From an optimization exercise on the open Yosys and OpenROAD flow, aimed at small area, a short achievable clock period and few clock cycles; shortcuts taken in it are not production practice. Only simulation tests tie the RTL to the original design; equivalence was not proved. Power figures rest on the tool's default switching activity, not on a simulated workload.

`flow/design.v`:
```
package typedefs_pkg;
    typedef enum logic [3:0] {
        AND, OR, ADD, SUB, XOR, SLT, SLTU, SLL, SRL, SRA
    } aluop_sel_t;
    typedef struct packed {
        logic [6:0] funct7;
        logic [4:0] rs2;
        logic [4:0] rs1;
        logic [2:0] funct3;
        logic [4:0] rd;
        logic [6:0] opcode;
    } R_instr;
    typedef struct packed {
        logic [11:0] imm;
        logic [4:0]  rs1;
        logic [2:0]  funct3;
        logic [4:0]  rd;
        logic [6:0]  opcode;
    } I_instr;
    typedef struct packed {
        logic [6:0] imm_up;
        logic [4:0] rs2;
        logic [4:0] rs1;
        logic [2:0] funct3;
        logic [4:0] imm_dn;
        logic [6:0] opcode;
    } S_instr;
    typedef struct packed {
        logic       imm_12;
        logic [5:0] imm_10_5;
        logic [4:0] rs2;
        logic [4:0] rs1;
        logic [2:0] funct3;
        logic [3:0] imm_4_1;
        logic       imm_11;
        logic [6:0] opcode;
    } B_instr;
    typedef struct packed {
        logic [19:0] imm;
        logic [4:0]  rd;
        logic [6:0]  opcode;
    } U_instr;
    typedef struct packed {
        logic       imm_20;
        logic [9:0] imm_10_1;
        logic       imm_11;
        logic [7:0] imm_19_12;
        logic [4:0] rd;
        logic [6:0] opcode;
    } J_instr;
    typedef union packed {
        R_instr R;
        I_instr I;
        S_instr S;
        B_instr B;
        U_instr U;
        J_instr J;
    } instr_t;
    localparam logic [6:0] OP     = 7'b011_0011, OP_IMM = 7'b001_0011, LOAD = 7'b000_0011, STORE = 7'b010_0011,
                           BRANCH = 7'b110_0011, JAL    = 7'b110_1111, JALR = 7'b110_0111, LUI   = 7'b011_0111,
                           AUIPC  = 7'b001_0111;
endpackage 
module mux #(
    parameter N_INPUTS = 2,
    parameter DWIDTH = 8
) (
    output logic [DWIDTH-1:0] out,
    input  logic [N_INPUTS-1:0][DWIDTH-1:0] in,
    input  logic [$clog2(N_INPUTS)-1:0] sel
);
always_comb begin
    out = '0;
    for (int i = 0; i < N_INPUTS; i++) begin
        if (sel == i)
            out = in[i];
    end
end
endmodule
module register #(
    parameter WIDTH = 8
) (
	output logic [WIDTH-1:0] reg_o,
	input  logic [WIDTH-1:0] reg_i,
	input  logic             clk, 
	input  logic             rst_n
);
always_ff @(posedge clk or negedge rst_n) begin
    if (!rst_n)
        reg_o <= 0;
    else
        reg_o <= reg_i;
end
endmodule
module register_bank #(
    parameter AWIDTH = 3,
    parameter DWIDTH = 8
) (
    output logic [DWIDTH-1:0] rdata1,
    output logic [DWIDTH-1:0] rdata2,
    input  logic [AWIDTH-1:0] raddr1,
    input  logic [AWIDTH-1:0] raddr2,
    input  logic [DWIDTH-1:0] wdata,
    input  logic [AWIDTH-1:0] waddr,
    input  logic              wen,
    input  logic              clk,
    input  logic              rst_n
);
logic [2**AWIDTH-1:1][DWIDTH-1:0] mem;
always_ff @(posedge clk or negedge rst_n) begin
    if (!rst_n) begin
        mem <= '0;
    end else begin
        if (wen && waddr != 0)
            mem[waddr] <= wdata;
    end
end
always_comb begin
    rdata1 = (raddr1 == 0) ? '0 : mem[raddr1];
    rdata2 = (raddr2 == 0) ? '0 : mem[raddr2];
end
endmodule
import typedefs_pkg::*;
module alu #(
    parameter DWIDTH = 8
) (
	output logic [DWIDTH-1:0] res, 
	output logic              res_is_0,
	input  logic [DWIDTH-1:0] src1,
	input  logic [DWIDTH-1:0] src2,
    input  typedefs_pkg::aluop_sel_t        sel
);
logic signed [DWIDTH-1:0] src1_s, src2_s;
assign src1_s = src1;
assign src2_s = src2;
always_comb
    case (sel)
        AND : res = src1 & src2;
        OR  : res = src1 | src2;
        ADD : res = src1 + src2;
        SUB : res = src1 - src2;
        XOR : res = src1 ^ src2;
        SLT : res = (src1_s < src2_s);
        SLTU: res = (src1   < src2  );
        SLL : res = src1   <<  src2[4:0];
        SRL : res = src1   >>  src2[4:0];
        SRA : res = src1_s >>> src2[4:0];
        default: res = '0;
    endcase
assign res_is_0 = (res == 0);
endmodule
import typedefs_pkg::*;
module ctrl_unit #(
    parameter WIDTH = 8
) (
	output typedefs_pkg::aluop_sel_t alu_sel,
    output logic alu_src1, 
    output logic alu_src2, 
    output logic mem_wen, 
    output logic reg_wen, 
    output logic [1:0] pc_src, 
    output logic [1:0] reg_wdata_src, 
	input  logic [6:0] opcode,
	input  logic [6:0] funct7,
	input  logic [2:0] funct3,
    input  logic ops_equal,
    input  logic op1_lt_op2
);
always_comb begin
    alu_sel = AND;
    if (opcode == OP || opcode == OP_IMM)
        case (funct3)
            3'h0: begin
                if (funct7 == 7'h00 || opcode == OP_IMM) alu_sel = ADD; 
                else if (funct7 == 7'h20)                alu_sel = SUB; 
            end
            3'h1: 
                alu_sel = SLL;
            3'h2: 
                alu_sel = SLT;
            3'h3: 
                alu_sel = SLTU;
            3'h4:
                alu_sel = XOR;
            3'h5: begin
                if (funct7 == 7'h00) alu_sel = SRL; 
                if (funct7 == 7'h20) alu_sel = SRA; 
            end
            3'h6:
                alu_sel = OR;
            3'h7:
                alu_sel = AND;
        endcase
    else if (opcode == BRANCH)
        case (funct3)
            3'h0: 
                alu_sel = SUB;   
            3'h1: 
                alu_sel = SUB;   
            3'h4:
                alu_sel = SLT;   
            3'h5: 
                alu_sel = SLT;   
            3'h6:
                alu_sel = SLTU;  
            3'h7:
                alu_sel = SLTU;  
        endcase
    else if (opcode == STORE || opcode == LOAD)
        alu_sel = ADD;
    else if (opcode == JALR)
        alu_sel = ADD;
    else if (opcode == AUIPC)
        alu_sel = ADD;
end
always_comb begin
    alu_src2 = '0;
    case (opcode)
        OP    : alu_src2 = 0;
        OP_IMM: alu_src2 = 1;
        LOAD  : alu_src2 = 1;
        STORE : alu_src2 = 1;
        BRANCH: alu_src2 = 0;
        JALR  : alu_src2 = 1;
        AUIPC : alu_src2 = 1;
    endcase
    alu_src1 = '0;
    case (opcode)
        OP    : alu_src1 = 0;
        OP_IMM: alu_src1 = 0;
        LOAD  : alu_src1 = 0;
        STORE : alu_src1 = 0;
        BRANCH: alu_src1 = 0;
        JALR  : alu_src1 = 0;
        AUIPC : alu_src1 = 1;
    endcase
end
assign mem_wen = (opcode == STORE);
assign reg_wen = (opcode == OP || opcode == OP_IMM || opcode == LOAD || opcode == JAL ||
                  opcode == JALR || opcode == LUI || opcode == AUIPC);
always_comb begin
    pc_src = 2'b00;
    if(opcode == BRANCH)
        case (1'b1)
            (funct3==0 &&  ops_equal):   
                pc_src = 2'b01;
            (funct3==1 && !ops_equal):   
                pc_src = 2'b01;
            (funct3==4 &&  op1_lt_op2):  
                pc_src = 2'b01;
            (funct3==5 && !op1_lt_op2):  
                pc_src = 2'b01;
            (funct3==6 &&  op1_lt_op2):  
                pc_src = 2'b01;
            (funct3==7 && !op1_lt_op2):  
                pc_src = 2'b01;
        endcase
    else if (opcode == JAL)
        pc_src = 2'b01;
    else if (opcode == JALR)
        pc_src = 2'b10;
end
always_comb begin
    reg_wdata_src = '0;
    case (opcode)
        OP    : reg_wdata_src = 2'b00;
        OP_IMM: reg_wdata_src = 2'b00;
        LOAD  : reg_wdata_src = 2'b01;
        JAL   : reg_wdata_src = 2'b10;
        JALR  : reg_wdata_src = 2'b10;
        LUI   : reg_wdata_src = 2'b11;
        AUIPC : reg_wdata_src = 2'b00;
    endcase
end
endmodule
module next_pc_value #(
    parameter WIDTH = 32
) (
    output logic [WIDTH-1:0] next_pc,
    input  logic [WIDTH-1:0] curr_pc, 
    input  logic [WIDTH-1:0] alu_res, 
    input  logic       [1:0] pc_src,
    input  logic [WIDTH-1:0] imm 
);
wire [WIDTH-1:0] pc_p_4    = curr_pc + 4;
wire [WIDTH-1:0] pc_p_imm  = curr_pc + imm;
mux #(
    .N_INPUTS(3),
    .DWIDTH(WIDTH)
) mux_pc_i (
    .out(next_pc),
    .in({ alu_res,  pc_p_imm,  pc_p_4 }),
    .sel(pc_src)
);
endmodule
import typedefs_pkg::*;
module imm_extender #(
    parameter DWIDTH = 32
) (
    output logic [DWIDTH-1:0] imm_ext,
    input  typedefs_pkg::instr_t            instr
);
always_comb begin
    case(instr.I.opcode)
        OP_IMM : imm_ext = {{(DWIDTH-12){instr.I[31]}}, instr.I.imm};
        LOAD   : imm_ext = {{(DWIDTH-12){instr.I[31]}}, instr.I.imm};
        JALR   : imm_ext = {{(DWIDTH-12){instr.I[31]}}, instr.I.imm};
        STORE  : imm_ext = {{(DWIDTH-12){instr.S[31]}}, instr.S.imm_up, instr.S.imm_dn};
        BRANCH : imm_ext = {{(DWIDTH-11){instr.B[31]}}, instr.B.imm_12, instr.B.imm_11, instr.B.imm_10_5, instr.B.imm_4_1, 1'b0};
        JAL    : imm_ext = {{(DWIDTH-11){instr.J[31]}}, instr.J.imm_20, instr.J.imm_19_12, instr.J.imm_11, instr.J.imm_10_1, 1'b0};
        LUI    : imm_ext = {instr.U.imm, {(DWIDTH-20){1'b0}}};
        AUIPC  : imm_ext = {instr.U.imm, {(DWIDTH-20){1'b0}}};
        default: imm_ext = '0;
    endcase
end
endmodule
import typedefs_pkg::*;
module load_extender #(
    parameter DWIDTH = 32
) (
    output logic [DWIDTH-1:0] load_ext,
    input  typedefs_pkg::instr_t            instr,
    input  logic [DWIDTH-1:0] load_word
);
always_comb begin
    case (instr.I.funct3)
        0: load_ext = {{(DWIDTH- 8){load_word[ 7]}}, load_word[ 7:0]};  
        1: load_ext = {{(DWIDTH-16){load_word[15]}}, load_word[15:0]};  
        2: load_ext = load_word;                                        
        4: load_ext = {{(DWIDTH- 8){        1'b0 }}, load_word[ 7:0]};  
        5: load_ext = {{(DWIDTH-16){        1'b0 }}, load_word[15:0]};  
        default: load_ext = '0;
    endcase
end
endmodule
import typedefs_pkg::*;
module core (
    input  logic clk,
    input  logic rst_n,
    input  logic [31:0] dmem_rdata,
    output logic [31:0] dmem_wdata,
    output logic [31:0] dmem_addr,
    output logic        dmem_wen,
    output logic  [3:0] dmem_wr_mask,
    input  logic [31:0] imem_rdata,
    output logic [31:0] imem_addr
);
logic [31:0] pc_next, pc;
typedefs_pkg::instr_t instr;
typedefs_pkg::aluop_sel_t alu_sel;
logic       alu_src1;
logic       alu_src2;
logic       mem_wen;
logic       reg_wen;
logic [1:0] pc_src;
logic [1:0] reg_wdata_src;
logic [31:0] rdata1;
logic [31:0] rdata2;
logic [31:0] alu_op1;
logic [31:0] alu_op2;
logic [31:0] imm;
logic [31:0] load_word;
logic [31:0] load_ext;
logic [31:0] reg_wdata;
logic [31:0] alu_res;
logic        res_is_0;
next_pc_value #(
    .WIDTH(32)
) next_pc_val_inst (
    .next_pc(pc_next),
    .curr_pc(pc), 
    .alu_res,
    .pc_src,
    .imm
);
register #(
    .WIDTH(32)
) pc_reg (
	.reg_o(pc),
	.reg_i(pc_next),
	.clk, 
	.rst_n
);
ctrl_unit ctrl_unit_inst (
	.alu_sel,
    .alu_src1, 
    .alu_src2, 
    .mem_wen, 
    .reg_wen, 
    .pc_src, 
    .reg_wdata_src,
	.opcode(instr.R.opcode),
	.funct7(instr.R.funct7),
	.funct3(instr.R.funct3),
    .ops_equal(res_is_0),
    .op1_lt_op2(alu_res[0])
);
mux #(
    .N_INPUTS(4),
    .DWIDTH(32)
) mux_reg_wdata (
    .out(reg_wdata),
    .in({ imm,  pc+4,  load_ext,  alu_res }),
    .sel(reg_wdata_src)
);
register_bank #(
    .AWIDTH(5),
    .DWIDTH(32)
) register_bank_inst (
    .rdata1(rdata1),
    .rdata2(rdata2),
    .raddr1(instr.R.rs1),
    .raddr2(instr.R.rs2),
    .wdata (reg_wdata),
    .waddr (instr.R.rd),
    .wen(reg_wen),
    .clk,
    .rst_n
);
alu #(
    .DWIDTH(32)
) alu_inst (
	.res(alu_res), 
	.res_is_0,
	.src1(alu_op1),
	.src2(alu_op2),
	.sel(alu_sel)
);
mux #(
    .N_INPUTS(2),
    .DWIDTH(32)
) mux_alu_src1 (
    .out(alu_op1),
    .in({ pc,  rdata1 }),
    .sel(alu_src1)
);
mux #(
    .N_INPUTS(2),
    .DWIDTH(32)
) mux_alu_src2 (
    .out(alu_op2),
    .in({ imm,  rdata2 }),
    .sel(alu_src2)
);
imm_extender #(
    .DWIDTH(32)
) imm_ext_inst (
    .imm_ext(imm),
    .instr
);
load_extender #(
    .DWIDTH(32)
) load_ext_inst (
    .load_ext,
    .instr,
    .load_word
);
assign load_word  = dmem_rdata;
assign dmem_wdata = rdata2;
assign dmem_addr  = alu_res;
assign dmem_wen   = mem_wen;
always_comb begin  
    case (instr.S.funct3)
        0: dmem_wr_mask = 4'b0001;
        1: dmem_wr_mask = 4'b0011;
        2: dmem_wr_mask = 4'b1111;
        default: dmem_wr_mask = '0;
    endcase
end
assign instr = imem_rdata;
assign imem_addr = pc;
endmodule
```
`flow/run.sh`:
```
#!/bin/bash
# synth_recipe.tcl (not shown) runs the flow's synth.tcl, then flattens the netlist and writes it again
# the make line also repeats each setting of config.mk as NAME=value (left out here)
make -C /OpenROAD-flow-scripts/flow DESIGN_CONFIG=/design/flow/config.mk WORK_HOME=/design/flow/orfs CLKGATE_MAP_FILE= SYNTH_SCRIPT=/design/flow/synth_recipe.tcl finish
```
`flow/config.mk`:
```
export PLATFORM = sky130hd
export DESIGN_NAME = core
export DESIGN_NICKNAME = core
export VERILOG_FILES = /design/flow/design.v
export SDC_FILE = /design/flow/constraint.sdc
export NUM_CORES = 4
export LEC_CHECK = 0
export CAP_MARGIN = 20
export CORE_MARGIN = 2
export CORE_UTILIZATION = 50
export SETUP_SLACK_MARGIN = 0.2
export SLEW_MARGIN = 20
```
`flow/constraint.sdc`:
```
create_clock -name core_clock -period 12.0 [get_ports {clk}]
set_input_delay 2.4000 -clock core_clock [delete_from_list [all_inputs] [get_ports {clk}]]
set_output_delay 2.4000 -clock core_clock [all_outputs]
set_load 0.01 [all_outputs]
```
==> summary.json <==
{
  "yosys_warnings": {"value": 10},
  "setup.worst_path.end_class": {"value": "primary output"},
  "cp.buffers_inverters": {"value": 12},
  "synth_simple_gate_area_share": {"value": 16.8, "unit": "%"},
  "crit_slowest_cell": {"value": "sky130_fd_sc_hd__clkdlybuf4s50_1"},
  "synthesis.instances": {"value": 7638},
  "layout-drive-gt1-share": {"value": 20.1, "unit": "%"},
  "synth_edf_count": {"value": 0},
  "route.detailed.drc": {"value": 0},
  "antenna_left": {"value": 0},
  "vdd.ir_drop.worst": {"value": 0.145, "unit": "mV"},
  "combinationalPowerShare": {"value": 26.9, "unit": "%"},
  "drt-wirelength-per-cell": {"value": 33.8, "unit": "um"},
  "area.growth.synth_to_final": {"value": 17.1, "unit": "%"},
  "drv_slew": {"value": 0},
  "max_slew.worst_pin.slew": {"value": 1.27, "unit": "ns"},
  "synth_top_family_by_area": {"value": "compound AO/OA/AOI/OAI gates"},
  "rsz0062_at_grt": {"value": "no"},
  "critical_path.startpoint_type": {"value": "input pin"},
  "ioPinCount": {"value": 167},
  "timing.hold.worst.start": {"value": "register_bank_inst.mem[917]$_DFFE_PN0P_"},
  "final.min_clock_period": {"value": 11.70, "unit": "ns"},
  "cellPowerDensity": {"value": 127, "unit": "nW/um2"},
  "htreeDepth": {"value": 3},
  "clock_latency": {"value": 0.80, "unit": "ns"},
  "yosys-mux-area-fraction": {"value": 17.7, "unit": "%"},
  "hold_ws": {"value": 0.495, "unit": "ns"},
  "io_buffers": {"value": 166},
  "synth.distinct_cells": {"value": 117},
  "worstPathRequired": {"value": 9.60, "unit": "ns"},
  "first_global_vias": {"value": 64400},
  "drt-pass1-iter-count": {"value": 7},
  "grt_antenna_before_repair": {"value": 31},
  "ys_async_sr_fraction": {"value": 100, "unit": "%"},
  "synthesis.nets": {"value": 7853},
  "dpl.hpwl": {"value": 236000, "unit": "um"},
  "timing.critical_path.slowest_cell_delay": {"value": 0.56, "unit": "ns"},
  "grt_first_pass_wirelength": {"value": 472000, "unit": "um"},
  "final_nets": {"value": 8146},
  "wirelength": {"value": 332000, "unit": "um"},
  "timing.critical_path.mode_cell": {"value": "sky130_fd_sc_hd__buf_4"},
  "power.share.switching": {"value": 35.1, "unit": "%"},
  "class_of_the_tightest_hold_or_removal_check": {"value": "flip-flop to flip-flop"},
  "clk_transition_reported_paths": {"value": 0.06, "unit": "ns"},
  "critical_path_class": {"value": "input pin to primary output"},
  "cts_buffers": {"value": 110},
  "clock.fmax": {"value": 85.5, "unit": "MHz"},
  "initial_core_util": {"value": 50.6, "unit": "%"},
  "critical_path_peak_fanout": {"value": 16},
  "vias_per_cell": {"value": 6.85},
  "floorplan.core_area": {"value": 136000, "unit": "um2"},
  "cts_hold_buffers": {"value": 0},
  "p_sw": {"value": 3.58, "unit": "mW"},
  "place_ws": {"value": -0.550, "unit": "ns"},
  "post_synth.cell_area_avg": {"value": 8.99, "unit": "um2"},
  "track_usage": {"value": 46.8, "unit": "%"},
  "seq_total_area_yosys": {"value": 37.3, "unit": "%"},
  "dr.first_iter.drc_count": {"value": 9272},
  "timing.rr.start": {"value": "register_bank_inst.mem[133]$_DFFE_PN0P_"},
  "grt_remaining_overflow": {"value": 0},
  "min_period_over_period": {"value": 97.5, "unit": "%"},
  "synthFlopType": {"value": "sky130_fd_sc_hd__dfrtp_1"},
  "power.share.clock": {"value": 36.0, "unit": "%"},
  "synthXorXnorAreaFrac": {"value": 1.33, "unit": "%"},
  "path_delay_family": {"value": "buffers and inverters"},
  "sequentialPowerShare": {"value": 37.1, "unit": "%"},
  "drv.max_cap_violation_count": {"value": 0},
  "timing.final.setup_violations": {"value": 0},
  "run_status": {"value": "timing/DRC/antenna clean"},
  "power_leakage": {"value": 35.2, "unit": "nW"},
  "synth.cell_area": {"value": 68700, "unit": "um2"},
  "tritoncts_clock_tree": {"value": "yes"},
  "yosys_register_bits": {"value": 1024},
  "synth_compound_gate_area_share": {"value": 18.6, "unit": "%"},
  "final.setup_skew": {"value": 0.0915, "unit": "ns"},
  "critPathLaunch": {"value": "imem_rdata[16]"},
  "adder_and_majority_gate_portion_of_the_synthesized_area": {"value": 2.75, "unit": "%"},
  "gp_routability_congestion": {"value": 1.12},
  "hold_violations": {"value": 0},
  "clk_path_buf_depth": {"value": 3},
  "cts_root_buf": {"value": "sky130_fd_sc_hd__clkbuf_16"},
  "max_slew_margin": {"value": 15.2, "unit": "%"},
  "numClockSinks": {"value": 1024},
  "rows": {"value": 135},
  "floorplan.die_area": {"value": 140000, "unit": "um2"},
  "critPathArrivalTime": {"value": 9.30, "unit": "ns"},
  "detailroute.via_count": {"value": 67300},
  "power_report.internal_total": {"value": 6.61, "unit": "mW"},
  "layout_setup_ws": {"value": 0.298, "unit": "ns"},
  "die_height": {"value": 375, "unit": "um"},
  "floorplan.die.width": {"value": 375, "unit": "um"},
  "largest_net_degree_at_the_start_of_global_routing": {"value": 165}
}
## sequential cells by signal, summed over array words and instances, names as in the netlist
register / flops
register_bank_inst.mem: 992
pc_reg.reg_o: 32
## kinds of logic (layout without fill, tap and decap cells)
group | after synthesis | in the layout
xor+xnor | 98 | 98
compound gates | 2065 | 2065
flops | 1024 | 1024
simple gates | 2764 | 2764
fa+ha+maj | 149 | 149
buf+inv | 855 | 1244
other cells | 0 | 10
mux | 683 | 683
## final timing paths
path | endpoint | slack (ns) | cells past startpoint
max | dmem_addr[31] | 0.30 | 28
min | register_bank_inst.mem[917]$_DFFE_PN0P_ | 0.50 | 2
max reg2reg | pc_reg.reg_o[15]$_DFF_PN0_ | 3.97 | 34
min reg2reg | register_bank_inst.mem[917]$_DFFE_PN0P_ | 0.50 | 2
max in group asynchronous | register_bank_inst.mem[765]$_DFFE_PN0P_ | 7.90 | 3
min in group asynchronous | register_bank_inst.mem[72]$_DFFE_PN0P_ | 1.68 | 1
## power groups by stage
stage | logic (mW) | registers [mW] | clock network, mW
CTS | 2.62 | 3.76 | 3.69
finish | 2.74 | 3.78 | 3.67
detailed placement | 2.60 | 3.82 | 0
global route | 2.85 | 3.77 | 3.82
global placement | 2.59 | 3.82 | 0
floorplan | 1.35 | 3.69 | 0
## placed cells by master, fill, tap and decap left out, types with 37 or more instances in the layout
| cell type | synthesis | final |
|---|---|---|
| sky130_fd_sc_hd__nand2_1 | 1892 | 1892 |
| sky130_fd_sc_hd__dfrtp_1 | 1024 | 1024 |
| sky130_fd_sc_hd__o21ai_0 | 955 | 949 |
| sky130_fd_sc_hd__buf_4 | 29 | 625 |
| sky130_fd_sc_hd__mux4_2 | 416 | 416 |
| sky130_fd_sc_hd__nor2_1 | 384 | 379 |
| sky130_fd_sc_hd__a21oi_1 | 342 | 327 |
| sky130_fd_sc_hd__inv_1 | 163 | 162 |
| sky130_fd_sc_hd__mux2i_1 | 164 | 157 |
| sky130_fd_sc_hd__clkdlybuf4s50_1 | 0 | 154 |
| sky130_fd_sc_hd__ha_1 | 146 | 141 |
| sky130_fd_sc_hd__nor3_1 | 124 | 115 |
| sky130_fd_sc_hd__clkbuf_16 | 0 | 110 |
| sky130_fd_sc_hd__mux2_2 | 95 | 95 |
| sky130_fd_sc_hd__nand3_1 | 98 | 91 |
| sky130_fd_sc_hd__o22ai_1 | 78 | 78 |
| sky130_fd_sc_hd__buf_12 | 1 | 71 |
| sky130_fd_sc_hd__a211oi_1 | 66 | 53 |
| sky130_fd_sc_hd__xnor2_1 | 53 | 50 |
| sky130_fd_sc_hd__a31oi_1 | 50 | 49 |
| sky130_fd_sc_hd__o211ai_1 | 45 | 45 |
| sky130_fd_sc_hd__a221oi_1 | 44 | 41 |
| sky130_fd_sc_hd__xor2_1 | 41 | 40 |
| sky130_fd_sc_hd__a22oi_1 | 38 | 37 |
## metrics by stage
step	instance area, um2	total power [mW]	TNS, ns	utilization (%)	cells
2_1_floorplan	68700	5.04	0	-	7638
3_3_place_gp	76100	6.42	-1.63	56.0	9592
3_5_place_dp	76100	6.42	-1.98	56.0	9592
4_1_cts	80100	10.1	0	59.0	9804
5_1_grt	80400	10.4	0	59.2	9808
6_report	80400	10.2	0	59.2	9818
## cell type report
type                    instances  area, um2
diodes                         10       25.0
clock buffers                 157       3160
clock inverters                51        736
fillers                     11800      55400
inverters                     170        643
multi-input cells            5759      40100
flip-flops and latches       1024      25600
well taps                    1781       2230
repair buffers                866       7850
## worst register-to-register path, delay by kind of cell, from the launching register on
family                     cells  cell delay [ns]
AOI/OAI and AO/OA             12             2.58
xor gates and xnor gates       1             0.12
adders and majority gates      1             0.21
buffers and inverters         10             1.67
DFF                            1             0.41
muxes                          3             1.26
and+or+nand+nor                7             1.63
## cell usage after synthesis (22+ instances only)
| master | number | share of area [%] |
|---|---|---|
| sky130_fd_sc_hd__nand2_1 | 1892 | 10 |
| sky130_fd_sc_hd__dfrtp_1 | 1024 | 37 |
| sky130_fd_sc_hd__o21ai_0 | 955 | 7.0 |
| sky130_fd_sc_hd__clkbuf_1 | 471 | 2.6 |
| sky130_fd_sc_hd__mux4_2 | 416 | 14 |
| sky130_fd_sc_hd__nor2_1 | 384 | 2.1 |
| sky130_fd_sc_hd__a21oi_1 | 342 | 2.5 |
| sky130_fd_sc_hd__mux2i_1 | 164 | 2.4 |
| sky130_fd_sc_hd__inv_1 | 163 | 0.89 |
| sky130_fd_sc_hd__ha_1 | 146 | 2.7 |
| sky130_fd_sc_hd__nor3_1 | 124 | 0.90 |
| sky130_fd_sc_hd__nand3_1 | 98 | 0.71 |
| sky130_fd_sc_hd__buf_2 | 97 | 0.71 |
| sky130_fd_sc_hd__mux2_2 | 95 | 1.6 |
| sky130_fd_sc_hd__o22ai_1 | 78 | 0.71 |
| sky130_fd_sc_hd__a211oi_1 | 66 | 0.72 |
| sky130_fd_sc_hd__xnor2_1 | 53 | 0.68 |
| sky130_fd_sc_hd__buf_1 | 51 | 0.28 |
| sky130_fd_sc_hd__a31oi_1 | 50 | 0.46 |
| sky130_fd_sc_hd__o211ai_1 | 45 | 0.49 |
| sky130_fd_sc_hd__a221oi_1 | 44 | 0.56 |
| sky130_fd_sc_hd__xor2_1 | 41 | 0.52 |
| sky130_fd_sc_hd__a22oi_1 | 38 | 0.42 |
| sky130_fd_sc_hd__o221ai_1 | 37 | 0.47 |
| sky130_fd_sc_hd__a2111oi_0 | 35 | 0.45 |
| sky130_fd_sc_hd__buf_6 | 35 | 0.57 |
| sky130_fd_sc_hd__or3_1 | 35 | 0.32 |
| sky130_fd_sc_hd__nand2b_1 | 30 | 0.27 |
| sky130_fd_sc_hd__a21o_1 | 29 | 0.32 |
| sky130_fd_sc_hd__a221o_1 | 29 | 0.42 |
| sky130_fd_sc_hd__buf_4 | 29 | 0.32 |
| sky130_fd_sc_hd__or2_2 | 29 | 0.26 |
| sky130_fd_sc_hd__o22a_1 | 25 | 0.32 |
| sky130_fd_sc_hd__a2bb2oi_1 | 23 | 0.29 |
| sky130_fd_sc_hd__nand4_1 | 23 | 0.21 |
| sky130_fd_sc_hd__and3_1 | 22 | 0.20 |
| sky130_fd_sc_hd__nor4_1 | 22 | 0.20 |
## metal layers
metal / routed length, um / vias to the layer above / part of all wire, % / track usage (%)
met5: 120 / - / 0.036 / 0
met4: 24600 / 18 / 7.4 / 28.8
met3: 42600 / 1103 / 13 / 16.1
met2: 140000 / 4695 / 42 / 67.8
met1: 124000 / 33400 / 37 / 60.4
li1: - / 28000 / - / -
## repair_timing
action,in CTS,in global routing
buffers inserted,4,2
pin swaps,4,17
setup endpoints to repair,13,12
gates resized for setup,29,52
hold endpoints to repair,0,0
Testbench counts, summed over its fixed seeds: cycles 71,278.

==> separate check: timing with driven ports <==
In the flow no input, the clock included, has a driving cell. The finished layout below was timed again as built, in two steps.
Step 1, drivers: a clkbuf_16 drives clk and a buf_2 each remaining input, both assumed.
Step 2 times the ports against the registers' clock, not the clock port: input delays grow and output delays shrink by t, the midpoint of the rising clock arrivals with the driver on.
Three values: no drivers, after step 1, after step 2; two values: the first two.
t (ns): 0.850
slack for setup (ns): 0.298 / 0.272 / 0.272
worst setup path at the end: input to output
worst data-port slew with drivers (ns): 0.07
After both steps setup and hold are still met in this run. The setup slack of this run moves by -0.026 ns with the drivers and by -0.026 ns with both steps.
